This is an optimization exercise on Yosys and OpenROAD, whose aim is small area, not a production implementation. Function was checked by simulation only, so behaviour that the tests miss may differ from the original. No driver is modelled on the clock port, so clocking that relies on it looks cheaper here than on a real chip.

### design.v
module poker (
	input            Clk,
	input            Reset,
	input      [7:0] Switches,
	input            SCEN,
	input            Ack,
	input            Check,
	input            Bet,
	input            Call,
	input            Fold,
	output reg [3:0] Card1, Card2, Card3, Card4, Card5,
	output reg [3:0] Player1card1, Player1card2, Player2card1, Player2card2,
	output reg [7:0] Player1balance, Player2balance,
	output reg       PlayerTurn,
	output reg       DispCards,
	output reg       Winner,
	output reg       Gameover,
	output     [5:0] Player1state,
	output     [5:0] Player2state,
	output reg       Betting,
	output     [3:0] Hole1,
	output     [3:0] Hole2
);
localparam
NOMOVE  = 3'b000,
CHECK   = 3'b001,
BET     = 3'b010,
IN      = 3'b110,
CALL    = 3'b100,
FOLD    = 3'b101;
function [5:0] onehot;
	input [2:0] e;
	onehot = {e == IN, e == FOLD, e == CALL, e == BET, e == CHECK, e == NOMOVE};
endfunction
localparam
G_START  = 4'b0000,
G_WIN0   = 4'b0001,
G_PAY    = 4'b0101,
G_HELD   = 4'b0110,
G_RANK2  = 4'b0100,
G_HAND   = 4'b1000;
reg [3:0] gs;
wire inStage = gs[3];
wire dealt   = gs[0];
wire inWin   = ~gs[3] & (gs[2:0] != 3'b000);
reg [7:0] betLimit, bet;
reg [9:0] rnd;      
reg [3:0] rmod;     
reg [6:0] p1rank;   
reg       p1wins;   
reg [2:0] p1e, p2e;   
assign Player1state = onehot(p1e);
assign Player2state = onehot(p2e);
function gt8;
	input [7:0] a, b;
	integer i;
	reg g;
	begin
		g = 1'b0;
		for (i = 0; i < 8; i = i + 1)
			g = a[i] & ~b[i] | (a[i] | ~b[i]) & g;
		gt8 = g;
	end
endfunction
function [8:0] sub8;
	input [7:0] a, b;
	integer i;
	reg br;
	reg [7:0] d;
	begin
		br = 1'b0;
		for (i = 0; i < 8; i = i + 1)
		begin
			d[i] = a[i] ^ b[i] ^ br;
			br = ~a[i] & b[i] | ~(a[i] ^ b[i]) & br;
		end
		sub8 = {br, d};
	end
endfunction
function ge7;
	input [6:0] a, b;
	integer i;
	reg g;
	begin
		g = 1'b1;
		for (i = 0; i < 7; i = i + 1)
			g = a[i] & ~b[i] | (a[i] | ~b[i]) & g;
		ge7 = g;
	end
endfunction
function [9:0] shift;
	input [9:0] v;
	shift = {v[8:0], v[9] ^ v[6]};
endfunction
function [3:0] mstep;
	input [3:0] u;
	input b, f;
	reg [4:0] t;
	begin
		t = {u, 1'b0} + {3'b000, b, b} + {4'b0000, f} - 5'd2;   
		mstep = (t >= 5'd28) ? t - 5'd26 : (t >= 5'd15) ? t - 5'd13 : t;
	end
endfunction
wire [9:0] r1 = shift(rnd);
wire [9:0] r2 = shift(r1);
wire [9:0] r3 = shift(r2);
wire [9:0] r4 = shift(r3);
wire [3:0] u1 = mstep(rmod, rnd[9], r1[0]);
wire [3:0] u2 = mstep(u1, r1[9], r2[0]);
wire [3:0] u3 = mstep(u2, r2[9], r3[0]);
wire [3:0] u4 = mstep(u3, r3[9], r4[0]);
wire [6:0] rk;
wire holeP2 = inWin ? gs == G_RANK2 : PlayerTurn;
assign Hole1 = holeP2 ? Player2card1 : Player1card1;
assign Hole2 = holeP2 ? Player2card2 : Player1card2;
poker_rank rank (.c0(Card1), .c1(Card2), .c2(Card3), .c3(Card4), .c4(Card5),
	.c5(Hole1), .c6(Hole2), .rk(rk));
wire [2:0] meS = PlayerTurn ? p2e : p1e;
wire [2:0] otS = PlayerTurn ? p1e : p2e;
wire p1Fold  = p1e == FOLD;
wire p2Fold  = p2e == FOLD;
wire payNow  = inWin & (p1Fold | p2Fold) | gs == G_PAY;
wire lose2   = p1Fold ? 1'b0 : p2Fold ? 1'b1 : p1wins;
wire [7:0] meB = (inWin ? lose2 : PlayerTurn) ? Player2balance : Player1balance;
wire       inBet = meS == BET;
wire [8:0] diff = sub8(payNow ? 8'd254 : meB, payNow ? meB : inBet ? bet : betLimit);
wire [7:0] newB = (diff[8] & ~payNow) ? 8'd0 : diff[7:0];
wire sAck = SCEN & Ack, sBet = SCEN & Bet, sCall = SCEN & Call, sCheck = SCEN & Check, sFold = SCEN & Fold;
wire NEXT_TURN = p1e == CALL || p2e == CALL || (p1e == CHECK && p2e == CHECK);
wire END_GAME = p1e == FOLD || p2e == FOLD;
wire act     = inStage & dealt & ~NEXT_TURN & ~END_GAME;
wire bCancel = inBet & sBet;
wire bSubmit = inBet & ~sBet & ~diff[8] & gt8(bet, betLimit) & sAck;
wire mCall   = ~inBet & otS != NOMOVE & otS != CHECK & sCall;
wire mBet    = ~inBet & meS != IN & sBet;
wire mCheck  = ~inBet & (otS == NOMOVE || otS == CHECK) & meS == NOMOVE & sCheck;
wire mFold   = ~inBet & sFold;
wire mSwap   = bSubmit | mCall | mCheck | mFold;
wire newBal  = act & (bSubmit | mCall);
wire [2:0] newS = mFold ? FOLD : mCheck ? CHECK : mBet ? BET : mCall ? CALL :
                  bSubmit ? IN : bCancel ? NOMOVE : meS;
always @(posedge Clk, posedge Reset)
begin
	if (Reset)
	begin
		gs <= G_START;
		PlayerTurn <= 0;
		Card1 <= 0; Card2 <= 0; Card3 <= 0; Card4 <= 0; Card5 <= 0;
		Player1card1 <= 0; Player1card2 <= 0; Player2card1 <= 0; Player2card2 <= 0;
		p1e <= NOMOVE;
		p2e <= NOMOVE;
		DispCards <= 0;
		Gameover <= 0;
		Winner <= 0;
		Betting <= 0;
		Player1balance <= 255;
		Player2balance <= 255;
		betLimit <= 0;
		bet <= 0;
		rnd <= 10'b1010110101;
		rmod <= 4'd6;    
	end
	else
	begin
		rnd <= r1;
		rmod <= u1;
		if (gs == G_START)
		begin
			rnd <= r3;
			rmod <= u3;
			if (sAck)
				gs <= G_HAND;
			PlayerTurn <= 0;
			Card1 <= 0; Card2 <= 0; Card3 <= 0; Card4 <= 0; Card5 <= 0;
			Player1card1 <= 0; Player1card2 <= 0; Player2card1 <= 0; Player2card2 <= 0;
			p1e <= NOMOVE;
			p2e <= NOMOVE;
			DispCards <= 0;
			Gameover <= 0;
			Betting <= 0;
			betLimit <= 0;
		end
		else if (!inStage)	 
		begin
			if (sAck && Gameover && Player1balance != 0 && Player2balance != 0)
			begin
				p1e <= NOMOVE;
				p2e <= NOMOVE;
				gs <= G_START;
			end
			else if (gs != G_HELD)
				gs <= gs + 4'd1;
			if (p1e == FOLD)
			begin
				Player2balance <= newB;
				Winner <= 1;
				Gameover <= 1;
			end
			else if (p2e == FOLD)
			begin
				Player1balance <= newB;
				Winner <= 0;
				Gameover <= 1;
			end
			else if (gs == G_PAY)
			begin
				Gameover <= 1;
				Winner <= !p1wins;
				if (p1wins)
					Player1balance <= newB;
				else
					Player2balance <= newB;
			end
		end
		else	 
		begin
			if (!dealt)
			begin
				gs[0] <= 1'b1;
				case (gs[2:1])
				2'b00: begin
					Player1card1 <= u1; Player1card2 <= u2; Player2card1 <= u3; Player2card2 <= u4;
					rnd <= r4; rmod <= u4;
				end
				2'b01: begin
					Card1 <= u1; Card2 <= u2; Card3 <= u3;
					rnd <= r4; rmod <= u4;
				end
				2'b10: begin
					Card4 <= u1;
					rnd <= r2; rmod <= u2;
				end
				default: begin
					Card5 <= u1;
					rnd <= r2; rmod <= u2;
				end
				endcase
			end
			else if (NEXT_TURN)
			begin
				gs <= (gs[2:1] == 2'b11) ? G_WIN0 : {1'b1, gs[2:1] + 2'd1, 1'b0};
				p1e <= NOMOVE;
				p2e <= NOMOVE;
				betLimit <= 0;
				PlayerTurn <= 0;
			end
			else if (END_GAME)
			begin
				gs <= G_WIN0;
				betLimit <= 0;
				if (gs[2:1] == 2'b00)
					Betting <= 0;
			end
			else
			begin
				if (inBet)
				begin
					bet <= Switches;
					if (bCancel)
						Betting <= 0;
					else if (bSubmit)
					begin
						betLimit <= bet;
						Betting <= 0;
					end
				end
				else
				begin
					if (mBet)
						Betting <= 1;
					if (mCall | mBet | mCheck | mFold)
						DispCards <= 0;
					else if (sAck)
						DispCards <= !DispCards;
				end
				if (mSwap)
					PlayerTurn <= !PlayerTurn;
				if (PlayerTurn)
				begin
					p2e <= newS;
					if (newBal)
						Player2balance <= newB;
				end
				else
				begin
					p1e <= newS;
					if (newBal)
						Player1balance <= newB;
				end
			end
		end
	end
end
always @(posedge Clk)
begin
	p1rank <= rk;
	p1wins <= ge7(p1rank, rk);
end
endmodule
module poker_rank (
	input  [3:0] c0, c1, c2, c3, c4, c5, c6,
	output [6:0] rk
);
function [7:0] cx;
	input [3:0] a, b;
	reg [3:0] gt, ge;
	reg g;
	begin
		gt = a & ~b;
		ge = a | ~b;
		g = gt[3] | ge[3] & (gt[2] | ge[2] & (gt[1] | ge[1] & gt[0]));
		cx = g ? {b, a} : {a, b};
	end
endfunction
function plus4;
	input [3:0] a, b;
	plus4 = b[1:0] == a[1:0] && b[3:2] == a[3:2] + 2'd1;
endfunction
reg [3:0] d0, d1, d2, d3, d4, d5, d6;
always @*
begin
	d0 = c0; d1 = c1; d2 = c2; d3 = c3; d4 = c4; d5 = c5; d6 = c6;
	{d0, d1} = cx(d0, d1);
	{d2, d3} = cx(d2, d3);
	{d4, d5} = cx(d4, d5);
	{d0, d2} = cx(d0, d2);
	{d1, d3} = cx(d1, d3);
	{d4, d6} = cx(d4, d6);
	{d1, d2} = cx(d1, d2);
	{d5, d6} = cx(d5, d6);
	{d0, d4} = cx(d0, d4);
	{d1, d5} = cx(d1, d5);
	{d2, d6} = cx(d2, d6);
	{d2, d4} = cx(d2, d4);
	{d3, d5} = cx(d3, d5);
	{d1, d2} = cx(d1, d2);
	{d3, d4} = cx(d3, d4);
	{d5, d6} = cx(d5, d6);
end
wire e0 = d0 == d1, e1 = d1 == d2, e2 = d2 == d3, e3 = d3 == d4, e4 = d4 == d5, e5 = d5 == d6;
wire quad  = e0 & e1 & e2 | e1 & e2 & e3 | e2 & e3 & e4 | e3 & e4 & e5;
wire full1 = e4 & e5 & (e2 | e1 | e0) | e3 & e4 & (e1 | e0);
wire full2 = e2 & e3 & (e5 | e0) | e1 & e2 & (e5 | e4) | e0 & e1 & (e5 | e4 | e3);
wire str1  = ~(e2 | e3 | e4 | e5) & plus4(d2, d6);
wire str2  = ~(e1 | e2 | e3 | e4) & plus4(d1, d5);
wire str3  = ~(e0 | e1 | e2 | e3) & plus4(d0, d4);
wire trip  = e0 & e1 | e1 & e2 | e2 & e3 | e3 & e4 | e4 & e5;
wire pair  = e0 | e1 | e2 | e3 | e4 | e5;
wire pair2 = e0 & (e1 | e2 | e3 | e4 | e5) | e1 & (e2 | e3 | e4 | e5) | e2 & (e3 | e4 | e5) | e3 & (e4 | e5) | e4 & e5;
reg [2:0] hnd;
reg [1:0] hsel;   
always @*
begin
	hsel = 2'd0;
	if (quad | full1)
		hnd = 3'd6 - {2'b00, ~quad};
	else if (full2)
	begin
		hnd = 3'd5;
		hsel = e5 ? 2'd0 : e4 ? 2'd1 : 2'd2;
	end
	else if (str1 | str2 | str3)
	begin
		hnd = 3'd4;
		hsel = str1 ? 2'd0 : str2 ? 2'd1 : 2'd2;
	end
	else if (trip)
		hnd = 3'd3;
	else if (pair2)
		hnd = 3'd2;
	else if (pair)
		hnd = 3'd1;
	else
		hnd = 3'd0;
end
assign rk = {hnd, hsel[1] ? d4 : hsel[0] ? d5 : d6};
endmodule
module poker_board (
	input        Clk,
	input        Reset,
	input  [7:0] Switches,
	input        SCEN,
	input        Ack,
	input        Check,
	input        Bet,
	input        Call,
	input        Fold,
	output [3:0] Card1, Card2, Card3, Card4, Card5,
	output [3:0] Player1card1, Player1card2, Player2card1, Player2card2,
	output [7:0] Player1balance, Player2balance,
	output       PlayerTurn,
	output       DispCards,
	output       Winner,
	output       Gameover,
	output [5:0] Player1state,
	output [5:0] Player2state,
	output       Betting,
	output [31:0] Digits
);
	wire [3:0] Hole1, Hole2;
	poker poker (.Switches(Switches), .Ack(Ack),
		.Check(Check), .Bet(Bet), .Call(Call), .Fold(Fold),
		.Clk(Clk), .Reset(Reset), .SCEN(SCEN),
		.Card1(Card1), .Card2(Card2), .Card3(Card3), .Card4(Card4), .Card5(Card5),
		.Player1card1(Player1card1), .Player1card2(Player1card2), .Player2card1(Player2card1),
		.Player2card2(Player2card2), .Player1balance(Player1balance), .Player2balance(Player2balance),
		.PlayerTurn(PlayerTurn), .DispCards(DispCards), .Winner(Winner), .Gameover(Gameover),
		.Player1state(Player1state), .Player2state(Player2state), .Betting(Betting),
		.Hole1(Hole1), .Hole2(Hole2));
	function [3:0] add3;
		input [3:0] x;
		begin
			add3[3] = x[3] | x[2] & (x[1] | x[0]);
			add3[2] = x[2] & ~x[1] & ~x[0] | x[3] & x[0];
			add3[1] = ~x[2] & x[1] | x[1] & x[0] | x[3] & ~x[0];
			add3[0] = ~x[3] & ~x[2] & x[0] | x[2] & x[1] & ~x[0] | x[3] & ~x[0];
		end
	endfunction
	function [11:0] dec3;
		input [7:0] v;
		reg [3:0] c1, c2, c3, c4, c5, c6, c7;
		reg [3:0] h, t, o;
		begin
			c1 = add3({1'b0, v[7:5]});
			c2 = add3({c1[2:0], v[4]});
			c3 = add3({c2[2:0], v[3]});
			c4 = add3({1'b0, c1[3], c2[3], c3[3]});
			c5 = add3({c3[2:0], v[2]});
			c6 = add3({c4[2:0], c5[3]});
			c7 = add3({c5[2:0], v[1]});
			h = {2'b00, c4[3], c6[3]};
			t = {c6[2:0], c7[3]};
			o = {c7[2:0], v[0]};
			dec3[11:8] = (h == 0) ? 4'd10 : h;
			dec3[7:4]  = (t == 0) ? 4'd10 : t;
			dec3[3:0]  = (o == 0) ? 4'd10 : o;
		end
	endfunction
	wire [7:0] balB = (Player1state == 6'b000100) ? Player1balance : Player2balance;
	wire [7:0] balL = Betting ? Switches : Winner ? Player2balance : Player1balance;
	wire [11:0] decA = dec3(balB);
	wire [11:0] decL = dec3(balL);
	reg [3:0] SSD7, SSD6, SSD5, SSD4, SSD3, SSD2, SSD1, SSD0;
	always @ *
	begin
		if (Betting | Gameover)
		begin
			SSD3 = 4'd10;
			{SSD2, SSD1, SSD0} = decL;
			if (Betting)
			begin
				SSD7 = 4'd10;
				{SSD6, SSD5, SSD4} = decA;
			end
			else
			begin
				SSD7 = 4'b1111;
				SSD6 = Winner ? 4'd2 : 4'd1;
				SSD5 = 4'd0;
				SSD4 = 4'd0;
			end
		end
		else
		begin
			SSD7 = PlayerTurn ? 4'd2 : 4'd1;
			SSD6 = Card5;
			SSD5 = Card4;
			SSD4 = Card3;
			SSD3 = Card2;
			SSD2 = Card1;
			SSD1 = DispCards ? Hole2 : 4'd0;
			SSD0 = DispCards ? Hole1 : 4'd0;
		end
	end
	assign Digits = {SSD7, SSD6, SSD5, SSD4, SSD3, SSD2, SSD1, SSD0};
endmodule
### flow/run.sh
#!/bin/bash
# Own layout flow: the standard synthesis, then its combinational logic
# re-mapped by ABC for area (every register instance is kept as it is; of a
# few ABC scripts the one giving the smallest area is used), then the standard flow's
# standard layout from floorplan to finish, with the smallest buffer on the
# ports and no dummy loads in the clock tree.
set -euo pipefail
W=$(pwd)
R=$W/orfs/results/$FLOW_PLATFORM/poker_board/base
LIB=$FLOW_HOME/platforms/$FLOW_PLATFORM/lib/sky130_fd_sc_hd__tt_025C_1v80.lib

bash standard.sh synth > $W/log_1_synth.txt 2>&1
cp $R/1_2_yosys.v $W/std_1_2_yosys.v

DONT_USE=$(sed -n '/^export DONT_USE_CELLS += /,/^$/p' $FLOW_HOME/platforms/$FLOW_PLATFORM/config.mk \
	| grep -o 'sky130_fd_sc_hd__[a-z0-9_]*' | sed 's/^/-dont_use /' | tr '\n' ' ')

# candidate ABC scripts, run in parallel
resyn() {
	local S=$1
	local n=$(basename $S .abc)
	yosys -p "
read_liberty -ignore_miss_func $LIB
read_verilog $W/std_1_2_yosys.v
hierarchy -check -top $FLOW_TOP
setattr -mod -set keep_hierarchy 1 sky130_fd_sc_hd__df* sky130_fd_sc_hd__edf* sky130_fd_sc_hd__conb_1
flatten
rename -hide w:*.*
opt -purge
abc -liberty $LIB -script $S $DONT_USE $FLOW_TOP
opt_clean -purge
select $FLOW_TOP
tee -o $W/abc_$n.stat stat -liberty $LIB
write_verilog -noattr -nohex -nodec -selected $W/abc_$n.v
" > $W/log_2_resyn_$n.txt 2>&1
}
jobs_max=${NUM_CORES:-4}
for S in $W/flow/area*.abc; do
	while (( $(jobs -rp | wc -l) >= jobs_max )); do sleep 1; done
	resyn $S &
done
wait

best=""
best_area=""
for S in $W/flow/area*.abc; do
	n=$(basename $S .abc)
	a=$(grep "Chip area" $W/abc_$n.stat 2>/dev/null | awk '{print $NF}' || true)
	echo "$n $a" >> $W/resyn_areas.txt
	[[ -n "$a" ]] || continue
	if [[ -z "$best" ]] || awk "BEGIN{exit !($a < $best_area)}"; then
		best=$n
		best_area=$a
	fi
done
echo "chosen $best $best_area" >> $W/resyn_areas.txt

yosys -p "
read_liberty -lib $LIB
read_verilog $W/abc_$best.v
hierarchy -check -top $FLOW_TOP
hilomap -singleton -hicell sky130_fd_sc_hd__conb_1 HI -locell sky130_fd_sc_hd__conb_1 LO
splitnets
opt_clean -purge
insbuf -buf sky130_fd_sc_hd__buf_1 A X
check -assert
tee -o $W/resyn_stat.txt stat -liberty $LIB
write_verilog -noattr -nohex -nodec $W/resyn_1_2_yosys.v
" > $W/log_3_resyn_check.txt 2>&1

cp $W/resyn_1_2_yosys.v $R/1_2_yosys.v
rm -f $R/1_synth.odb
bash standard.sh BUFFER_PORTS_ARGS="-buffer_cell sky130_fd_sc_hd__buf_1" \
	PRE_CTS_TCL=$W/flow/pre_cts.tcl CTS_ARGS="-sink_clustering_enable -repair_clock_nets -dont_use_dummy_load -buf_list sky130_fd_sc_hd__clkbuf_8" finish > $W/log_4_layout.txt 2>&1
### flow/area1.abc
strash
&get -n
&dch -f
&nf -R 1000
&put
mfs2 -a
strash
&get -n
&dch -f
&nf -R 1000
&put
mfs2 -a
strash
&get -n
&dch -f
&nf -R 1000
&put
mfs2 -a
strash
&get -n
&dch -f
&nf -R 1000
&put
mfs2 -a
strash
&get -n
&dch -f
&nf -R 1000
&put
mfs2 -a
strash
&get -n
&dch -f
&nf -R 1000
&put
mfs2 -a
strash
&get -n
&dch -f
&nf -R 1000
&put
mfs2 -a
strash
&get -n
&dch -f
&nf -R 1000
&put
mfs2 -a
strash
&get -n
&dch -f
&nf -R 1000
&put
mfs2 -a
strash
&get -n
&dch -f
&nf -R 1000
&put
mfs2 -a
strash
&get -n
&dch -f
&nf -R 1000
&put
mfs2 -a
strash
&get -n
&dch -f
&nf -R 1000
&put
mfs2 -a
strash
&get -n
&dch -f
&nf -R 1000
&put
mfs2 -a
strash
&get -n
&dch -f
&nf -R 1000
&put
mfs2 -a
strash
&get -n
&dch -f
&nf -R 1000
&put
mfs2 -a
strash
&get -n
&dch -f
&nf -R 1000
&put
mfs2 -a
strash
&get -n
&dch -f
&nf -R 1000
&put
mfs2 -a
strash
&get -n
&dch -f
&nf -R 1000
&put
mfs2 -a
strash
&get -n
&dch -f
&nf -R 1000
&put
mfs2 -a
strash
&get -n
&dch -f
&nf -R 1000
&put
mfs2 -a
strash
&get -n
&dch -f
&nf -R 1000
&put
mfs2 -a
strash
&get -n
&dch -f
&nf -R 1000
&put
mfs2 -a
strash
&get -n
&dch -f
&nf -R 1000
&put
mfs2 -a
strash
&get -n
&dch -f
&nf -R 1000
&put
mfs2 -a
strash
&get -n
&dch -f
&nf -R 1000
&put
mfs2 -a
strash
&get -n
&dch -f
&nf -R 1000
&put
mfs2 -a
strash
&get -n
&dch -f
&nf -R 1000
&put
mfs2 -a
strash
&get -n
&dch -f
&nf -R 1000
&put
mfs2 -a
strash
&get -n
&dch -f
&nf -R 1000
&put
mfs2 -a
strash
&get -n
&dch -f
&nf -R 1000
&put
mfs2 -a
strash
&get -n
&dch -f
&nf -R 1000
&put
mfs2 -a
strash
&get -n
&dch -f
&nf -R 1000
&put
mfs2 -a
strash
&get -n
&dch -f
&nf -R 1000
&put
mfs2 -a
strash
&get -n
&dch -f
&nf -R 1000
&put
mfs2 -a
strash
&get -n
&dch -f
&nf -R 1000
&put
mfs2 -a
strash
&get -n
&dch -f
&nf -R 1000
&put
mfs2 -a
strash
&get -n
&dch -f
&nf -R 1000
&put
mfs2 -a
strash
&get -n
&dch -f
&nf -R 1000
&put
mfs2 -a
strash
&get -n
&dch -f
&nf -R 1000
&put
mfs2 -a
strash
&get -n
&dch -f
&nf -R 1000
&put
mfs2 -a
strash
&get -n
&dch -f
&nf -R 1000
&put
### flow/area2.abc
strash
&get -n
&dch -f
&nf -R 1000
&put
mfs2 -a -W 8 -D 30 -M 10000
strash
&get -n
&dch -f
&nf -R 1000
&put
mfs2 -a -W 8 -D 30 -M 10000
strash
&get -n
&dch -f
&nf -R 1000
&put
mfs2 -a -W 8 -D 30 -M 10000
strash
&get -n
&dch -f
&nf -R 1000
&put
mfs2 -a -W 8 -D 30 -M 10000
strash
&get -n
&dch -f
&nf -R 1000
&put
mfs2 -a -W 8 -D 30 -M 10000
strash
&get -n
&dch -f
&nf -R 1000
&put
mfs2 -a -W 8 -D 30 -M 10000
strash
&get -n
&dch -f
&nf -R 1000
&put
mfs2 -a -W 8 -D 30 -M 10000
strash
&get -n
&dch -f
&nf -R 1000
&put
mfs2 -a -W 8 -D 30 -M 10000
strash
&get -n
&dch -f
&nf -R 1000
&put
mfs2 -a -W 8 -D 30 -M 10000
strash
&get -n
&dch -f
&nf -R 1000
&put
mfs2 -a -W 8 -D 30 -M 10000
strash
&get -n
&dch -f
&nf -R 1000
&put
mfs2 -a -W 8 -D 30 -M 10000
strash
&get -n
&dch -f
&nf -R 1000
&put
mfs2 -a -W 8 -D 30 -M 10000
strash
&get -n
&dch -f
&nf -R 1000
&put
mfs2 -a -W 8 -D 30 -M 10000
strash
&get -n
&dch -f
&nf -R 1000
&put
mfs2 -a -W 8 -D 30 -M 10000
strash
&get -n
&dch -f
&nf -R 1000
&put
mfs2 -a -W 8 -D 30 -M 10000
strash
&get -n
&dch -f
&nf -R 1000
&put
mfs2 -a -W 8 -D 30 -M 10000
strash
&get -n
&dch -f
&nf -R 1000
&put
mfs2 -a -W 8 -D 30 -M 10000
strash
&get -n
&dch -f
&nf -R 1000
&put
mfs2 -a -W 8 -D 30 -M 10000
strash
&get -n
&dch -f
&nf -R 1000
&put
mfs2 -a -W 8 -D 30 -M 10000
strash
&get -n
&dch -f
&nf -R 1000
&put
mfs2 -a -W 8 -D 30 -M 10000
strash
&get -n
&dch -f
&nf -R 1000
&put
mfs2 -a -W 8 -D 30 -M 10000
strash
&get -n
&dch -f
&nf -R 1000
&put
mfs2 -a -W 8 -D 30 -M 10000
strash
&get -n
&dch -f
&nf -R 1000
&put
mfs2 -a -W 8 -D 30 -M 10000
strash
&get -n
&dch -f
&nf -R 1000
&put
mfs2 -a -W 8 -D 30 -M 10000
strash
&get -n
&dch -f
&nf -R 1000
&put
mfs2 -a -W 8 -D 30 -M 10000
strash
&get -n
&dch -f
&nf -R 1000
&put
mfs2 -a -W 8 -D 30 -M 10000
strash
&get -n
&dch -f
&nf -R 1000
&put
mfs2 -a -W 8 -D 30 -M 10000
strash
&get -n
&dch -f
&nf -R 1000
&put
mfs2 -a -W 8 -D 30 -M 10000
strash
&get -n
&dch -f
&nf -R 1000
&put
mfs2 -a -W 8 -D 30 -M 10000
strash
&get -n
&dch -f
&nf -R 1000
&put
mfs2 -a -W 8 -D 30 -M 10000
strash
&get -n
&dch -f
&nf -R 1000
&put
mfs2 -a -W 8 -D 30 -M 10000
strash
&get -n
&dch -f
&nf -R 1000
&put
mfs2 -a -W 8 -D 30 -M 10000
strash
&get -n
&dch -f
&nf -R 1000
&put
mfs2 -a -W 8 -D 30 -M 10000
strash
&get -n
&dch -f
&nf -R 1000
&put
mfs2 -a -W 8 -D 30 -M 10000
strash
&get -n
&dch -f
&nf -R 1000
&put
mfs2 -a -W 8 -D 30 -M 10000
strash
&get -n
&dch -f
&nf -R 1000
&put
mfs2 -a -W 8 -D 30 -M 10000
strash
&get -n
&dch -f
&nf -R 1000
&put
mfs2 -a -W 8 -D 30 -M 10000
strash
&get -n
&dch -f
&nf -R 1000
&put
mfs2 -a -W 8 -D 30 -M 10000
strash
&get -n
&dch -f
&nf -R 1000
&put
mfs2 -a -W 8 -D 30 -M 10000
strash
&get -n
&dch -f
&nf -R 1000
&put
mfs2 -a -W 8 -D 30 -M 10000
strash
&get -n
&dch -f
&nf -R 1000
&put
### flow/area3.abc
strash
&get -n
&dch -f
&nf -R 1000
&put
mfs2 -a -W 12 -D 50 -M 20000
strash
&get -n
&dch -f
&nf -R 1000
&put
mfs2 -a -W 12 -D 50 -M 20000
strash
&get -n
&dch -f
&nf -R 1000
&put
mfs2 -a -W 12 -D 50 -M 20000
strash
&get -n
&dch -f
&nf -R 1000
&put
mfs2 -a -W 12 -D 50 -M 20000
strash
&get -n
&dch -f
&nf -R 1000
&put
mfs2 -a -W 12 -D 50 -M 20000
strash
&get -n
&dch -f
&nf -R 1000
&put
mfs2 -a -W 12 -D 50 -M 20000
strash
&get -n
&dch -f
&nf -R 1000
&put
mfs2 -a -W 12 -D 50 -M 20000
strash
&get -n
&dch -f
&nf -R 1000
&put
mfs2 -a -W 12 -D 50 -M 20000
strash
&get -n
&dch -f
&nf -R 1000
&put
mfs2 -a -W 12 -D 50 -M 20000
strash
&get -n
&dch -f
&nf -R 1000
&put
mfs2 -a -W 12 -D 50 -M 20000
strash
&get -n
&dch -f
&nf -R 1000
&put
mfs2 -a -W 12 -D 50 -M 20000
strash
&get -n
&dch -f
&nf -R 1000
&put
mfs2 -a -W 12 -D 50 -M 20000
strash
&get -n
&dch -f
&nf -R 1000
&put
mfs2 -a -W 12 -D 50 -M 20000
strash
&get -n
&dch -f
&nf -R 1000
&put
mfs2 -a -W 12 -D 50 -M 20000
strash
&get -n
&dch -f
&nf -R 1000
&put
mfs2 -a -W 12 -D 50 -M 20000
strash
&get -n
&dch -f
&nf -R 1000
&put
mfs2 -a -W 12 -D 50 -M 20000
strash
&get -n
&dch -f
&nf -R 1000
&put
mfs2 -a -W 12 -D 50 -M 20000
strash
&get -n
&dch -f
&nf -R 1000
&put
mfs2 -a -W 12 -D 50 -M 20000
strash
&get -n
&dch -f
&nf -R 1000
&put
mfs2 -a -W 12 -D 50 -M 20000
strash
&get -n
&dch -f
&nf -R 1000
&put
mfs2 -a -W 12 -D 50 -M 20000
strash
&get -n
&dch -f
&nf -R 1000
&put
mfs2 -a -W 12 -D 50 -M 20000
strash
&get -n
&dch -f
&nf -R 1000
&put
mfs2 -a -W 12 -D 50 -M 20000
strash
&get -n
&dch -f
&nf -R 1000
&put
mfs2 -a -W 12 -D 50 -M 20000
strash
&get -n
&dch -f
&nf -R 1000
&put
mfs2 -a -W 12 -D 50 -M 20000
strash
&get -n
&dch -f
&nf -R 1000
&put
mfs2 -a -W 12 -D 50 -M 20000
strash
&get -n
&dch -f
&nf -R 1000
&put
mfs2 -a -W 12 -D 50 -M 20000
strash
&get -n
&dch -f
&nf -R 1000
&put
mfs2 -a -W 12 -D 50 -M 20000
strash
&get -n
&dch -f
&nf -R 1000
&put
mfs2 -a -W 12 -D 50 -M 20000
strash
&get -n
&dch -f
&nf -R 1000
&put
mfs2 -a -W 12 -D 50 -M 20000
strash
&get -n
&dch -f
&nf -R 1000
&put
mfs2 -a -W 12 -D 50 -M 20000
strash
&get -n
&dch -f
&nf -R 1000
&put
mfs2 -a -W 12 -D 50 -M 20000
strash
&get -n
&dch -f
&nf -R 1000
&put
mfs2 -a -W 12 -D 50 -M 20000
strash
&get -n
&dch -f
&nf -R 1000
&put
mfs2 -a -W 12 -D 50 -M 20000
strash
&get -n
&dch -f
&nf -R 1000
&put
mfs2 -a -W 12 -D 50 -M 20000
strash
&get -n
&dch -f
&nf -R 1000
&put
mfs2 -a -W 12 -D 50 -M 20000
strash
&get -n
&dch -f
&nf -R 1000
&put
mfs2 -a -W 12 -D 50 -M 20000
strash
&get -n
&dch -f
&nf -R 1000
&put
mfs2 -a -W 12 -D 50 -M 20000
strash
&get -n
&dch -f
&nf -R 1000
&put
mfs2 -a -W 12 -D 50 -M 20000
strash
&get -n
&dch -f
&nf -R 1000
&put
mfs2 -a -W 12 -D 50 -M 20000
strash
&get -n
&dch -f
&nf -R 1000
&put
mfs2 -a -W 12 -D 50 -M 20000
strash
&get -n
&dch -f
&nf -R 1000
&put
mfs2 -a -W 12 -D 50 -M 20000
strash
&get -n
&dch -f
&nf -R 1000
&put
mfs2 -a -W 12 -D 50 -M 20000
strash
&get -n
&dch -f
&nf -R 1000
&put
mfs2 -a -W 12 -D 50 -M 20000
strash
&get -n
&dch -f
&nf -R 1000
&put
mfs2 -a -W 12 -D 50 -M 20000
strash
&get -n
&dch -f
&nf -R 1000
&put
mfs2 -a -W 12 -D 50 -M 20000
strash
&get -n
&dch -f
&nf -R 1000
&put
mfs2 -a -W 12 -D 50 -M 20000
strash
&get -n
&dch -f
&nf -R 1000
&put
mfs2 -a -W 12 -D 50 -M 20000
strash
&get -n
&dch -f
&nf -R 1000
&put
mfs2 -a -W 12 -D 50 -M 20000
strash
&get -n
&dch -f
&nf -R 1000
&put
mfs2 -a -W 12 -D 50 -M 20000
strash
&get -n
&dch -f
&nf -R 1000
&put
mfs2 -a -W 12 -D 50 -M 20000
strash
&get -n
&dch -f
&nf -R 1000
&put
mfs2 -a -W 12 -D 50 -M 20000
strash
&get -n
&dch -f
&nf -R 1000
&put
mfs2 -a -W 12 -D 50 -M 20000
strash
&get -n
&dch -f
&nf -R 1000
&put
mfs2 -a -W 12 -D 50 -M 20000
strash
&get -n
&dch -f
&nf -R 1000
&put
mfs2 -a -W 12 -D 50 -M 20000
strash
&get -n
&dch -f
&nf -R 1000
&put
mfs2 -a -W 12 -D 50 -M 20000
strash
&get -n
&dch -f
&nf -R 1000
&put
mfs2 -a -W 12 -D 50 -M 20000
strash
&get -n
&dch -f
&nf -R 1000
&put
mfs2 -a -W 12 -D 50 -M 20000
strash
&get -n
&dch -f
&nf -R 1000
&put
mfs2 -a -W 12 -D 50 -M 20000
strash
&get -n
&dch -f
&nf -R 1000
&put
mfs2 -a -W 12 -D 50 -M 20000
strash
&get -n
&dch -f
&nf -R 1000
&put
mfs2 -a -W 12 -D 50 -M 20000
strash
&get -n
&dch -f
&nf -R 1000
&put
### flow/area4.abc
strash
&get -n
&dch -f
&nf -R 1000
&put
mfs2 -a -W 16 -D 100 -M 50000
strash
&get -n
&dch -f
&nf -R 1000
&put
mfs2 -a -W 16 -D 100 -M 50000
strash
&get -n
&dch -f
&nf -R 1000
&put
mfs2 -a -W 16 -D 100 -M 50000
strash
&get -n
&dch -f
&nf -R 1000
&put
mfs2 -a -W 16 -D 100 -M 50000
strash
&get -n
&dch -f
&nf -R 1000
&put
mfs2 -a -W 16 -D 100 -M 50000
strash
&get -n
&dch -f
&nf -R 1000
&put
mfs2 -a -W 16 -D 100 -M 50000
strash
&get -n
&dch -f
&nf -R 1000
&put
mfs2 -a -W 16 -D 100 -M 50000
strash
&get -n
&dch -f
&nf -R 1000
&put
mfs2 -a -W 16 -D 100 -M 50000
strash
&get -n
&dch -f
&nf -R 1000
&put
mfs2 -a -W 16 -D 100 -M 50000
strash
&get -n
&dch -f
&nf -R 1000
&put
mfs2 -a -W 16 -D 100 -M 50000
strash
&get -n
&dch -f
&nf -R 1000
&put
mfs2 -a -W 16 -D 100 -M 50000
strash
&get -n
&dch -f
&nf -R 1000
&put
mfs2 -a -W 16 -D 100 -M 50000
strash
&get -n
&dch -f
&nf -R 1000
&put
mfs2 -a -W 16 -D 100 -M 50000
strash
&get -n
&dch -f
&nf -R 1000
&put
mfs2 -a -W 16 -D 100 -M 50000
strash
&get -n
&dch -f
&nf -R 1000
&put
mfs2 -a -W 16 -D 100 -M 50000
strash
&get -n
&dch -f
&nf -R 1000
&put
mfs2 -a -W 16 -D 100 -M 50000
strash
&get -n
&dch -f
&nf -R 1000
&put
mfs2 -a -W 16 -D 100 -M 50000
strash
&get -n
&dch -f
&nf -R 1000
&put
mfs2 -a -W 16 -D 100 -M 50000
strash
&get -n
&dch -f
&nf -R 1000
&put
mfs2 -a -W 16 -D 100 -M 50000
strash
&get -n
&dch -f
&nf -R 1000
&put
mfs2 -a -W 16 -D 100 -M 50000
strash
&get -n
&dch -f
&nf -R 1000
&put
mfs2 -a -W 16 -D 100 -M 50000
strash
&get -n
&dch -f
&nf -R 1000
&put
mfs2 -a -W 16 -D 100 -M 50000
strash
&get -n
&dch -f
&nf -R 1000
&put
mfs2 -a -W 16 -D 100 -M 50000
strash
&get -n
&dch -f
&nf -R 1000
&put
mfs2 -a -W 16 -D 100 -M 50000
strash
&get -n
&dch -f
&nf -R 1000
&put
mfs2 -a -W 16 -D 100 -M 50000
strash
&get -n
&dch -f
&nf -R 1000
&put
mfs2 -a -W 16 -D 100 -M 50000
strash
&get -n
&dch -f
&nf -R 1000
&put
mfs2 -a -W 16 -D 100 -M 50000
strash
&get -n
&dch -f
&nf -R 1000
&put
mfs2 -a -W 16 -D 100 -M 50000
strash
&get -n
&dch -f
&nf -R 1000
&put
mfs2 -a -W 16 -D 100 -M 50000
strash
&get -n
&dch -f
&nf -R 1000
&put
mfs2 -a -W 16 -D 100 -M 50000
strash
&get -n
&dch -f
&nf -R 1000
&put
mfs2 -a -W 16 -D 100 -M 50000
strash
&get -n
&dch -f
&nf -R 1000
&put
mfs2 -a -W 16 -D 100 -M 50000
strash
&get -n
&dch -f
&nf -R 1000
&put
mfs2 -a -W 16 -D 100 -M 50000
strash
&get -n
&dch -f
&nf -R 1000
&put
mfs2 -a -W 16 -D 100 -M 50000
strash
&get -n
&dch -f
&nf -R 1000
&put
mfs2 -a -W 16 -D 100 -M 50000
strash
&get -n
&dch -f
&nf -R 1000
&put
mfs2 -a -W 16 -D 100 -M 50000
strash
&get -n
&dch -f
&nf -R 1000
&put
mfs2 -a -W 16 -D 100 -M 50000
strash
&get -n
&dch -f
&nf -R 1000
&put
mfs2 -a -W 16 -D 100 -M 50000
strash
&get -n
&dch -f
&nf -R 1000
&put
mfs2 -a -W 16 -D 100 -M 50000
strash
&get -n
&dch -f
&nf -R 1000
&put
mfs2 -a -W 16 -D 100 -M 50000
strash
&get -n
&dch -f
&nf -R 1000
&put
mfs2 -a -W 16 -D 100 -M 50000
strash
&get -n
&dch -f
&nf -R 1000
&put
mfs2 -a -W 16 -D 100 -M 50000
strash
&get -n
&dch -f
&nf -R 1000
&put
mfs2 -a -W 16 -D 100 -M 50000
strash
&get -n
&dch -f
&nf -R 1000
&put
mfs2 -a -W 16 -D 100 -M 50000
strash
&get -n
&dch -f
&nf -R 1000
&put
mfs2 -a -W 16 -D 100 -M 50000
strash
&get -n
&dch -f
&nf -R 1000
&put
mfs2 -a -W 16 -D 100 -M 50000
strash
&get -n
&dch -f
&nf -R 1000
&put
mfs2 -a -W 16 -D 100 -M 50000
strash
&get -n
&dch -f
&nf -R 1000
&put
mfs2 -a -W 16 -D 100 -M 50000
strash
&get -n
&dch -f
&nf -R 1000
&put
mfs2 -a -W 16 -D 100 -M 50000
strash
&get -n
&dch -f
&nf -R 1000
&put
mfs2 -a -W 16 -D 100 -M 50000
strash
&get -n
&dch -f
&nf -R 1000
&put
mfs2 -a -W 16 -D 100 -M 50000
strash
&get -n
&dch -f
&nf -R 1000
&put
mfs2 -a -W 16 -D 100 -M 50000
strash
&get -n
&dch -f
&nf -R 1000
&put
mfs2 -a -W 16 -D 100 -M 50000
strash
&get -n
&dch -f
&nf -R 1000
&put
mfs2 -a -W 16 -D 100 -M 50000
strash
&get -n
&dch -f
&nf -R 1000
&put
mfs2 -a -W 16 -D 100 -M 50000
strash
&get -n
&dch -f
&nf -R 1000
&put
mfs2 -a -W 16 -D 100 -M 50000
strash
&get -n
&dch -f
&nf -R 1000
&put
mfs2 -a -W 16 -D 100 -M 50000
strash
&get -n
&dch -f
&nf -R 1000
&put
mfs2 -a -W 16 -D 100 -M 50000
strash
&get -n
&dch -f
&nf -R 1000
&put
mfs2 -a -W 16 -D 100 -M 50000
strash
&get -n
&dch -f
&nf -R 1000
&put
mfs2 -a -W 16 -D 100 -M 50000
strash
&get -n
&dch -f
&nf -R 1000
&put
mfs2 -a -W 16 -D 100 -M 50000
strash
&get -n
&dch -f
&nf -R 1000
&put
mfs2 -a -W 16 -D 100 -M 50000
strash
&get -n
&dch -f
&nf -R 1000
&put
mfs2 -a -W 16 -D 100 -M 50000
strash
&get -n
&dch -f
&nf -R 1000
&put
mfs2 -a -W 16 -D 100 -M 50000
strash
&get -n
&dch -f
&nf -R 1000
&put
mfs2 -a -W 16 -D 100 -M 50000
strash
&get -n
&dch -f
&nf -R 1000
&put
mfs2 -a -W 16 -D 100 -M 50000
strash
&get -n
&dch -f
&nf -R 1000
&put
mfs2 -a -W 16 -D 100 -M 50000
strash
&get -n
&dch -f
&nf -R 1000
&put
mfs2 -a -W 16 -D 100 -M 50000
strash
&get -n
&dch -f
&nf -R 1000
&put
mfs2 -a -W 16 -D 100 -M 50000
strash
&get -n
&dch -f
&nf -R 1000
&put
mfs2 -a -W 16 -D 100 -M 50000
strash
&get -n
&dch -f
&nf -R 1000
&put
mfs2 -a -W 16 -D 100 -M 50000
strash
&get -n
&dch -f
&nf -R 1000
&put
mfs2 -a -W 16 -D 100 -M 50000
strash
&get -n
&dch -f
&nf -R 1000
&put
mfs2 -a -W 16 -D 100 -M 50000
strash
&get -n
&dch -f
&nf -R 1000
&put
mfs2 -a -W 16 -D 100 -M 50000
strash
&get -n
&dch -f
&nf -R 1000
&put
mfs2 -a -W 16 -D 100 -M 50000
strash
&get -n
&dch -f
&nf -R 1000
&put
mfs2 -a -W 16 -D 100 -M 50000
strash
&get -n
&dch -f
&nf -R 1000
&put
mfs2 -a -W 16 -D 100 -M 50000
strash
&get -n
&dch -f
&nf -R 1000
&put
mfs2 -a -W 16 -D 100 -M 50000
strash
&get -n
&dch -f
&nf -R 1000
&put
mfs2 -a -W 16 -D 100 -M 50000
strash
&get -n
&dch -f
&nf -R 1000
&put
mfs2 -a -W 16 -D 100 -M 50000
strash
&get -n
&dch -f
&nf -R 1000
&put
### flow/area5.abc
strash
&get -n
&dch -f
&nf -R 1000
&put
mfs2 -a -W 16 -D 100 -M 50000
strash
&get -n
&dch -f
&nf -R 1000
&put
mfs2 -a -W 16 -D 100 -M 50000
strash
&get -n
&dch -f
&nf -R 1000
&put
mfs2 -a -W 16 -D 100 -M 50000
strash
&get -n
&dch -f
&nf -R 1000
&put
mfs2 -a -W 16 -D 100 -M 50000
strash
&get -n
&dch -f
&nf -R 1000
&put
mfs2 -a -W 16 -D 100 -M 50000
strash
&get -n
&dch -f
&nf -R 1000
&put
mfs2 -a -W 16 -D 100 -M 50000
strash
&get -n
&dch -f
&nf -R 1000
&put
mfs2 -a -W 16 -D 100 -M 50000
strash
&get -n
&dch -f
&nf -R 1000
&put
mfs2 -a -W 16 -D 100 -M 50000
strash
&get -n
&dch -f
&nf -R 1000
&put
mfs2 -a -W 16 -D 100 -M 50000
strash
&get -n
&dch -f
&nf -R 1000
&put
mfs2 -a -W 16 -D 100 -M 50000
strash
&get -n
&dch -f
&nf -R 1000
&put
mfs2 -a -W 16 -D 100 -M 50000
strash
&get -n
&dch -f
&nf -R 1000
&put
mfs2 -a -W 16 -D 100 -M 50000
strash
&get -n
&dch -f
&nf -R 1000
&put
mfs2 -a -W 16 -D 100 -M 50000
strash
&get -n
&dch -f
&nf -R 1000
&put
mfs2 -a -W 16 -D 100 -M 50000
strash
&get -n
&dch -f
&nf -R 1000
&put
mfs2 -a -W 16 -D 100 -M 50000
strash
&get -n
&dch -f
&nf -R 1000
&put
mfs2 -a -W 16 -D 100 -M 50000
strash
&get -n
&dch -f
&nf -R 1000
&put
mfs2 -a -W 16 -D 100 -M 50000
strash
&get -n
&dch -f
&nf -R 1000
&put
mfs2 -a -W 16 -D 100 -M 50000
strash
&get -n
&dch -f
&nf -R 1000
&put
mfs2 -a -W 16 -D 100 -M 50000
strash
&get -n
&dch -f
&nf -R 1000
&put
mfs2 -a -W 16 -D 100 -M 50000
strash
&get -n
&dch -f
&nf -R 1000
&put
mfs2 -a -W 16 -D 100 -M 50000
strash
&get -n
&dch -f
&nf -R 1000
&put
mfs2 -a -W 16 -D 100 -M 50000
strash
&get -n
&dch -f
&nf -R 1000
&put
mfs2 -a -W 16 -D 100 -M 50000
strash
&get -n
&dch -f
&nf -R 1000
&put
mfs2 -a -W 16 -D 100 -M 50000
strash
&get -n
&dch -f
&nf -R 1000
&put
mfs2 -a -W 16 -D 100 -M 50000
strash
&get -n
&dch -f
&nf -R 1000
&put
mfs2 -a -W 16 -D 100 -M 50000
strash
&get -n
&dch -f
&nf -R 1000
&put
mfs2 -a -W 16 -D 100 -M 50000
strash
&get -n
&dch -f
&nf -R 1000
&put
mfs2 -a -W 16 -D 100 -M 50000
strash
&get -n
&dch -f
&nf -R 1000
&put
mfs2 -a -W 16 -D 100 -M 50000
strash
&get -n
&dch -f
&nf -R 1000
&put
mfs2 -a -W 16 -D 100 -M 50000
strash
&get -n
&dch -f
&nf -R 1000
&put
mfs2 -a -W 16 -D 100 -M 50000
strash
&get -n
&dch -f
&nf -R 1000
&put
mfs2 -a -W 16 -D 100 -M 50000
strash
&get -n
&dch -f
&nf -R 1000
&put
mfs2 -a -W 16 -D 100 -M 50000
strash
&get -n
&dch -f
&nf -R 1000
&put
mfs2 -a -W 16 -D 100 -M 50000
strash
&get -n
&dch -f
&nf -R 1000
&put
mfs2 -a -W 16 -D 100 -M 50000
strash
&get -n
&dch -f
&nf -R 1000
&put
mfs2 -a -W 16 -D 100 -M 50000
strash
&get -n
&dch -f
&nf -R 1000
&put
mfs2 -a -W 16 -D 100 -M 50000
strash
&get -n
&dch -f
&nf -R 1000
&put
mfs2 -a -W 16 -D 100 -M 50000
strash
&get -n
&dch -f
&nf -R 1000
&put
mfs2 -a -W 16 -D 100 -M 50000
strash
&get -n
&dch -f
&nf -R 1000
&put
mfs2 -a -W 16 -D 100 -M 50000
strash
&get -n
&dch -f
&nf -R 1000
&put
### flow/area6.abc
strash
&get -n
&dch -f
&nf -R 1000
&put
mfs2 -a -W 12 -D 50 -M 20000
strash
&get -n
&dch -f
&nf -R 1000
&put
mfs2 -a -W 12 -D 50 -M 20000
strash
&get -n
&dch -f
&nf -R 1000
&put
mfs2 -a -W 12 -D 50 -M 20000
strash
&get -n
&dch -f
&nf -R 1000
&put
mfs2 -a -W 12 -D 50 -M 20000
strash
&get -n
&dch -f
&nf -R 1000
&put
mfs2 -a -W 12 -D 50 -M 20000
strash
&get -n
&dch -f
&nf -R 1000
&put
mfs2 -a -W 12 -D 50 -M 20000
strash
&get -n
&dch -f
&nf -R 1000
&put
mfs2 -a -W 12 -D 50 -M 20000
strash
&get -n
&dch -f
&nf -R 1000
&put
mfs2 -a -W 12 -D 50 -M 20000
strash
&get -n
&dch -f
&nf -R 1000
&put
mfs2 -a -W 12 -D 50 -M 20000
strash
&get -n
&dch -f
&nf -R 1000
&put
mfs2 -a -W 12 -D 50 -M 20000
strash
&get -n
&dch -f
&nf -R 1000
&put
mfs2 -a -W 12 -D 50 -M 20000
strash
&get -n
&dch -f
&nf -R 1000
&put
mfs2 -a -W 12 -D 50 -M 20000
strash
&get -n
&dch -f
&nf -R 1000
&put
mfs2 -a -W 12 -D 50 -M 20000
strash
&get -n
&dch -f
&nf -R 1000
&put
mfs2 -a -W 12 -D 50 -M 20000
strash
&get -n
&dch -f
&nf -R 1000
&put
mfs2 -a -W 12 -D 50 -M 20000
strash
&get -n
&dch -f
&nf -R 1000
&put
mfs2 -a -W 12 -D 50 -M 20000
strash
&get -n
&dch -f
&nf -R 1000
&put
mfs2 -a -W 12 -D 50 -M 20000
strash
&get -n
&dch -f
&nf -R 1000
&put
mfs2 -a -W 12 -D 50 -M 20000
strash
&get -n
&dch -f
&nf -R 1000
&put
mfs2 -a -W 12 -D 50 -M 20000
strash
&get -n
&dch -f
&nf -R 1000
&put
mfs2 -a -W 12 -D 50 -M 20000
strash
&get -n
&dch -f
&nf -R 1000
&put
mfs2 -a -W 12 -D 50 -M 20000
strash
&get -n
&dch -f
&nf -R 1000
&put
mfs2 -a -W 12 -D 50 -M 20000
strash
&get -n
&dch -f
&nf -R 1000
&put
mfs2 -a -W 12 -D 50 -M 20000
strash
&get -n
&dch -f
&nf -R 1000
&put
mfs2 -a -W 12 -D 50 -M 20000
strash
&get -n
&dch -f
&nf -R 1000
&put
mfs2 -a -W 12 -D 50 -M 20000
strash
&get -n
&dch -f
&nf -R 1000
&put
mfs2 -a -W 12 -D 50 -M 20000
strash
&get -n
&dch -f
&nf -R 1000
&put
mfs2 -a -W 12 -D 50 -M 20000
strash
&get -n
&dch -f
&nf -R 1000
&put
mfs2 -a -W 12 -D 50 -M 20000
strash
&get -n
&dch -f
&nf -R 1000
&put
mfs2 -a -W 12 -D 50 -M 20000
strash
&get -n
&dch -f
&nf -R 1000
&put
mfs2 -a -W 12 -D 50 -M 20000
strash
&get -n
&dch -f
&nf -R 1000
&put
mfs2 -a -W 12 -D 50 -M 20000
strash
&get -n
&dch -f
&nf -R 1000
&put
mfs2 -a -W 12 -D 50 -M 20000
strash
&get -n
&dch -f
&nf -R 1000
&put
mfs2 -a -W 12 -D 50 -M 20000
strash
&get -n
&dch -f
&nf -R 1000
&put
mfs2 -a -W 12 -D 50 -M 20000
strash
&get -n
&dch -f
&nf -R 1000
&put
mfs2 -a -W 12 -D 50 -M 20000
strash
&get -n
&dch -f
&nf -R 1000
&put
mfs2 -a -W 12 -D 50 -M 20000
strash
&get -n
&dch -f
&nf -R 1000
&put
mfs2 -a -W 12 -D 50 -M 20000
strash
&get -n
&dch -f
&nf -R 1000
&put
mfs2 -a -W 12 -D 50 -M 20000
strash
&get -n
&dch -f
&nf -R 1000
&put
mfs2 -a -W 12 -D 50 -M 20000
strash
&get -n
&dch -f
&nf -R 1000
&put
mfs2 -a -W 12 -D 50 -M 20000
strash
&get -n
&dch -f
&nf -R 1000
&put
### flow/pre_cts.tcl
configure_cts_characterization -max_slew 1.0e-10
### standard.sh
#!/bin/bash
# synth_recipe.tcl (not shown) runs the flow's synth.tcl, then flattens the netlist and writes it again
# the make line also repeats each setting of config.mk as NAME=value (left out here)
make -C /OpenROAD-flow-scripts/flow DESIGN_CONFIG=/design/flow/config.mk WORK_HOME=/design/flow/orfs CLKGATE_MAP_FILE= SYNTH_SCRIPT=/design/flow/synth_recipe.tcl "${@:-finish}"
### config.mk
export PLATFORM = sky130hd
export DESIGN_NAME = poker_board
export DESIGN_NICKNAME = poker_board
export VERILOG_FILES = /design/flow/design.v
export SDC_FILE = /design/flow/constraint.sdc
export NUM_CORES = 4
export LEC_CHECK = 0
export ABC_AREA = 1
export CAP_MARGIN = 20
export CORE_MARGIN = 2
export CORE_UTILIZATION = 40
export GPL_TIMING_DRIVEN = 0
export SLEW_MARGIN = 20
### constraint.sdc
create_clock -name core_clock -period 20.0 [get_ports {Clk}]
set_input_delay 4.0000 -clock core_clock [delete_from_list [all_inputs] [get_ports {Clk}]]
set_output_delay 4.0000 -clock core_clock [all_outputs]
set_load 0.01 [all_outputs]
==> flow_summary.ini, run 1 <==
[run_status]
status = timing/DRC/antenna clean

[detailed_routing]
vias_per_cell = 5.838
routedWlPerCell_um = 18.15
routed_wl_mm = 28.49
first_pass_iters = 6
num_vias = 9166
antenna_left = 0
drcViolationCount = 0
drtIter0Drc = 690

[layout]
areaGrowthSynthToFinish_pct = 11.04
fin_nets = 1308
num-fill-cells = 2258
diodes = 0
drive_above_1_share_pct = 3.256

[worst_hold_path]
hold_class = register to register

[clocking]
clk_pin_slew_worst_paths_ns = 0.09
cts_buffers = 9
cts_tree = done
cts.hold.buffers_added = 0
cts_resized = 0
cts.sinks = 105
clkLatencyLatePin_ns = 0.39
cts_setup_buffers = 0

[global_route]
grt_pass1_vias = 8458
grt_max_degree = 79
antenna_found_initial = 0
grtUsageTotal_pct = 24.56
gr-total-overflow = 0
grt_pass1_wl_mm = 46.08

[sta]
period_share_pct = 61.97
setup-violations-final = 0
slew_headroom_pct = 31.51
hold_viol_final = 0
grt_setup_unrepaired = false
holdWs_ns = 0.5120
worstMarginPinSlew_ns = 1.017
min_period_ns = 12.39
setup_tns_ns = 0
fmax_mhz = 80.69
drv_slew = 0
clock_skew_ns = 0.01885

[logic_synthesis]
yosysWarnings = 3
syn_nets = 1179
avgSynthCellArea_um2 = 7.564
synthCells = 1163
synthesis.area_mm2 = 0.008797

[die]
core_area_mm2 = 0.02169
rows = 54
die_h_um = 152.3
die_x_um = 152.3
dieArea_mm2 = 0.02320
io_pins = 117
initial_core_util_pct = 40.56

[flow_run]
maxCapViolations = 0

[placement]
dp_hpwl_mm = 22.20
routabilityCongestion = 0.9146
io_buffers = 116

[worst_setup_path]
path_common_cell = o21ai_0
critPathKind = register to register
start_kind = register
critPathCaptureType = register
critPathMaxFanout = 15
cp_slowest_cell = o21ai_0
worst_ep_arrival_time_ns = 12.67
slowest_delay_ns = 0.73
cp.required_ns = 20.28
## cell type report
cell class,count,area [um2],share of cell area (%)
Sequential cell,105,2619,26.81
Timing Repair Buffer,118,470.5,4.816
Inverter,53,203.9,2.088
Clock buffer,9,123.9,1.268
Multi-Input combinational cell,1005,6001,61.43
Tap cell,280,350.3,3.587
## flip-flops by register name, indices dropped and copies added, names as in the netlist, 7 cells and up
signal,count
poker.bet,8
poker.betLimit,8
poker.Player1balance,8
poker.p1rank,7
poker.Player2balance,8
poker.rnd,10
## metrics by stage
stage | setup slack [ns] | instances | utilization (%) | area (um2)
after global placement | 6.934 | 1559 | 44.18 | 9583
final | 7.606 | 1570 | 45.04 | 9768
after detailed placement | 7.618 | 1561 | 44.44 | 9639
after global routing | 6.064 | 1570 | 45.04 | 9768
after floorplan | 9.115 | 1163 | - | 8797
after CTS | 7.595 | 1570 | 45.02 | 9763
## final timing paths
path / from / endpoint / slack, ns / cells past startpoint
max in group asynchronous: Reset / poker.rmod[1]$_DFF_PP1_ / 15.79 / 3
setup / recovery: poker.gs[3]$_DFFE_PP0P_ / poker.p1wins$_DFF_P_ / 7.61 / 50
setup reg to reg: poker.gs[3]$_DFFE_PP0P_ / poker.p1wins$_DFF_P_ / 7.61 / 50
min in group asynchronous: Reset / poker.Card2[1]$_DFFE_PP0P_ / 3.52 / 2
hold reg to reg: poker.p1rank[6]$_DFF_P_ / poker.p1wins$_DFF_P_ / 0.51 / 2
hold / removal: poker.p1rank[6]$_DFF_P_ / poker.p1wins$_DFF_P_ / 0.51 / 2
## metal layers
layer	vias to the layer above	track usage (%)	part of all wire, %
met5	-	0	0
met4	0	9.123	2.9
met1	4305	34.99	47
met3	37	2.901	6.1
met2	304	38.37	44
li1	4520	-	-
## layout by cell type, fill, tap and decap left out, types with 24 or more instances in the layout
cell type    n
o22ai_1     61
xnor2_1     33
o21ai_0    116
buf_1      116
dfstp_2     24
mux2_1      47
nor2_1     162
clkinv_1    52
dfrtp_1     72
mux2i_1     66
nand2_1    174
a21oi_1    102
## critical path, delay by kind of cell (launching register included)
kind                       cells  cell delay [ns]
AOI/OAI and AO/OA             32             8.10
and+or+nand+nor               11             1.69
DFF                            1             0.66
adders and majority gates      3             0.64
buffers and inverters          3             0.61
muxes                          1             0.56
==> run 2: changes to the inputs <==
--- a/flow/run.sh
+++ b/flow/run.sh
@@ -3,7 +3,8 @@
 # re-mapped by ABC for area (every register instance is kept as it is; of a
 # few ABC scripts the one giving the smallest area is used), then the standard flow's
 # standard layout from floorplan to finish, with the smallest buffer on the
-# ports and no dummy loads in the clock tree.
+# ports and a clock tree of clkbuf_8 (characterized for at most 100 ps slew)
+# with no dummy loads.
 set -euo pipefail
 W=$(pwd)
 R=$W/orfs/results/$FLOW_PLATFORM/poker_board/base
@@ -70,5 +71,5 @@
 
 cp $W/resyn_1_2_yosys.v $R/1_2_yosys.v
 rm -f $R/1_synth.odb
-bash standard.sh BUFFER_PORTS_ARGS="-buffer_cell sky130_fd_sc_hd__buf_1" \
-	PRE_CTS_TCL=$W/flow/pre_cts.tcl CTS_ARGS="-sink_clustering_enable -repair_clock_nets -dont_use_dummy_load -buf_list sky130_fd_sc_hd__clkbuf_8" finish > $W/log_4_layout.txt 2>&1
+bash standard.sh BUFFER_PORTS_ARGS="-buffer_cell sky130_fd_sc_hd__buf_1" PRE_CTS_TCL=$W/flow/pre_cts.tcl \
+	CTS_ARGS="-sink_clustering_enable -repair_clock_nets -dont_use_dummy_load -buf_list sky130_fd_sc_hd__clkbuf_8" finish > $W/log_4_layout.txt 2>&1
--- a/config.mk
+++ b/config.mk
@@ -8,6 +8,6 @@
 export ABC_AREA = 1
 export CAP_MARGIN = 20
 export CORE_MARGIN = 2
-export CORE_UTILIZATION = 40
+export CORE_UTILIZATION = 60
 export GPL_TIMING_DRIVEN = 0
 export SLEW_MARGIN = 20
==> run 2 against run 1 <==
Net effect: non-clock buffer count grew 2; worst hold slack lost 0.016 ns; die area shrank 33%; still clean on timing, DRC and antenna; clock skew grew 0.012 ns; global-route usage grew 8.9 points; largest cell class unchanged; area after synthesis is the same.
==> flow_summary.ini, run 2 <==
[logic_synthesis]
syn_nets = 1179
yosysWarnings = 3
avgSynthCellArea_um2 = 7.564
synthCells = 1163
synthesis.area_mm2 = 0.008797

[sta]
grt_setup_unrepaired = false
clock_skew_ns = 0.03046
hold_viol_final = 0
setup_tns_ns = 0
worstMarginPinSlew_ns = 1.056
drv_slew = 0
holdWs_ns = 0.4965
period_share_pct = 64.75
slew_headroom_pct = 29.62
setup-violations-final = 0
fmax_mhz = 77.22
min_period_ns = 12.95

[run_status]
status = timing/DRC/antenna clean

[worst_setup_path]
slowest_delay_ns = 0.73
start_kind = register
critPathKind = register to register
cp_slowest_cell = o21ai_0
cp.required_ns = 20.26
worst_ep_arrival_time_ns = 13.21
critPathCaptureType = register
critPathMaxFanout = 15
path_common_cell = o21ai_0

[die]
die_x_um = 125.1
dieArea_mm2 = 0.01565
die_h_um = 125.1
initial_core_util_pct = 60.99
io_pins = 117
rows = 44
core_area_mm2 = 0.01442

[layout]
fin_nets = 1310
regMostFlops = poker.rnd
diodes = 0
final_util_pct = 66.98
largest_register_ff_count = 10
drive_above_1_share_pct = 3.251
final_cell_mix = nand2_1, nor2_1, o21ai_0, buf_1, a21oi_1
final_cells = 1476
final_common_cell = nand2_1
num-fill-cells = 1302
areaGrowthSynthToFinish_pct = 9.828

[global_route]
antenna_found_initial = 0
grtUsageTotal_pct = 33.47
grt_pass1_wl_mm = 42.79
gr-total-overflow = 0
grt_pass1_vias = 8242
grt_max_degree = 76

[detailed_routing]
vias_per_cell = 6.361
drtIter0Drc = 872
first_pass_iters = 7
num_vias = 9389
routed-wl-met3_mm = 2.384
route.met2.wl_mm = 11.74
routed_wl_mm = 26.36
routed.top_layer = met4
drcViolationCount = 0
antenna_left = 0
wl_met1_mm = 11.84
routedWlPerCell_um = 17.86

[placement]
dp_hpwl_mm = 20.32
dpl.cell_count = 1467
routabilityCongestion = 0.9492
io_buffers = 116

[clocking]
clkLatencyLatePin_ns = 0.39
clk_pin_slew_worst_paths_ns = 0.10
cts.hold.buffers_added = 0
cts_buffers = 9
cts.sinks = 105
cts_tree = done
cts_resized = 0
cts_setup_buffers = 0

[flow_run]
maxCapViolations = 0

[worst_hold_path]
hold_class = register to register
==> run 2: final timing paths <==
path	from	endpoint	slack, ns	cells after the start
worst min-delay path	poker.p1rank[6]$_DFF_P_	poker.p1wins$_DFF_P_	0.50	2
max in group asynchronous	Reset	poker.Player2balance[2]$_DFFE_PP1P_	15.78	3
worst max register to register	poker.gs[3]$_DFFE_PP0P_	poker.p1wins$_DFF_P_	7.05	52
worst max-delay path	poker.gs[3]$_DFFE_PP0P_	poker.p1wins$_DFF_P_	7.05	52
min in group asynchronous	Reset	poker.p1e[0]$_DFFE_PP0P_	3.53	2
worst min register to register	poker.p1rank[6]$_DFF_P_	poker.p1wins$_DFF_P_	0.50	2
==> run 2: area by class of cell <==
cell class	count	area [um2]	area share (%)
timing repair buffer	120	489.2	5.063
clock buffer	9	123.9	1.282
sequential	105	2618	27.09
multi-input combinational	1005	5997	62.07
tap	184	230.2	2.383
inverter	53	203.9	2.111
==> run 2: worst max-delay path, delay by kind of cell, from the launching register on <==
family,cells,cell delay [ns]
AO/OA/AOI/OAI,31,7.74
AND/OR/NAND/NOR,12,1.85
multiplexers,2,1.02
buffers and inverters,4,0.91
flip-flops,1,0.69
adder cells (fa/ha/maj),3,0.62
==> run 2: layer usage <==
layer	vias to the layer above	GRT usage [%]
li1	4534	-
met1	4389	49.41
met2	437	51.85
met3	29	5.691
met4	0	7.516
met5	-	0
==> run 2: through the flow <==
step	instance area [um2]	worst slack [ns]
2_1_floorplan	8797	9.115
3_3_place_gp	9463	7.113
3_5_place_dp	9534	7.501
4_1_cts	9658	7.409
5_1_grt	9662	5.514
6_report	9662	7.050

static timing again, ports no longer ideal:
How much do the figures lean on ideal ports? The routed layouts below were timed once more, with nothing changed but the port constraints.
Step 1: set_driving_cell puts a clkbuf_16 on Clk and a buf_2 on each other input, an assumption about the parent block.
Step 2 times the ports against the registers' clock, not the clock port: input delays grow and output delays shrink by t, the midpoint of the rising clock arrivals with the driver on.
a / b / c = ideal ports / drivers / drivers and shift; a / b = the first two.
run | shift t [ns] | slack for setup (ns) | worst register clock-pin slew, ns
run 1 | 0.417 | 7.606 / 7.606 / 7.606 | 0.10 / 0.10
run 2 | 0.413 | 7.050 / 7.050 / 7.050 | 0.10 / 0.10
After both steps every run listed still meets setup and hold.
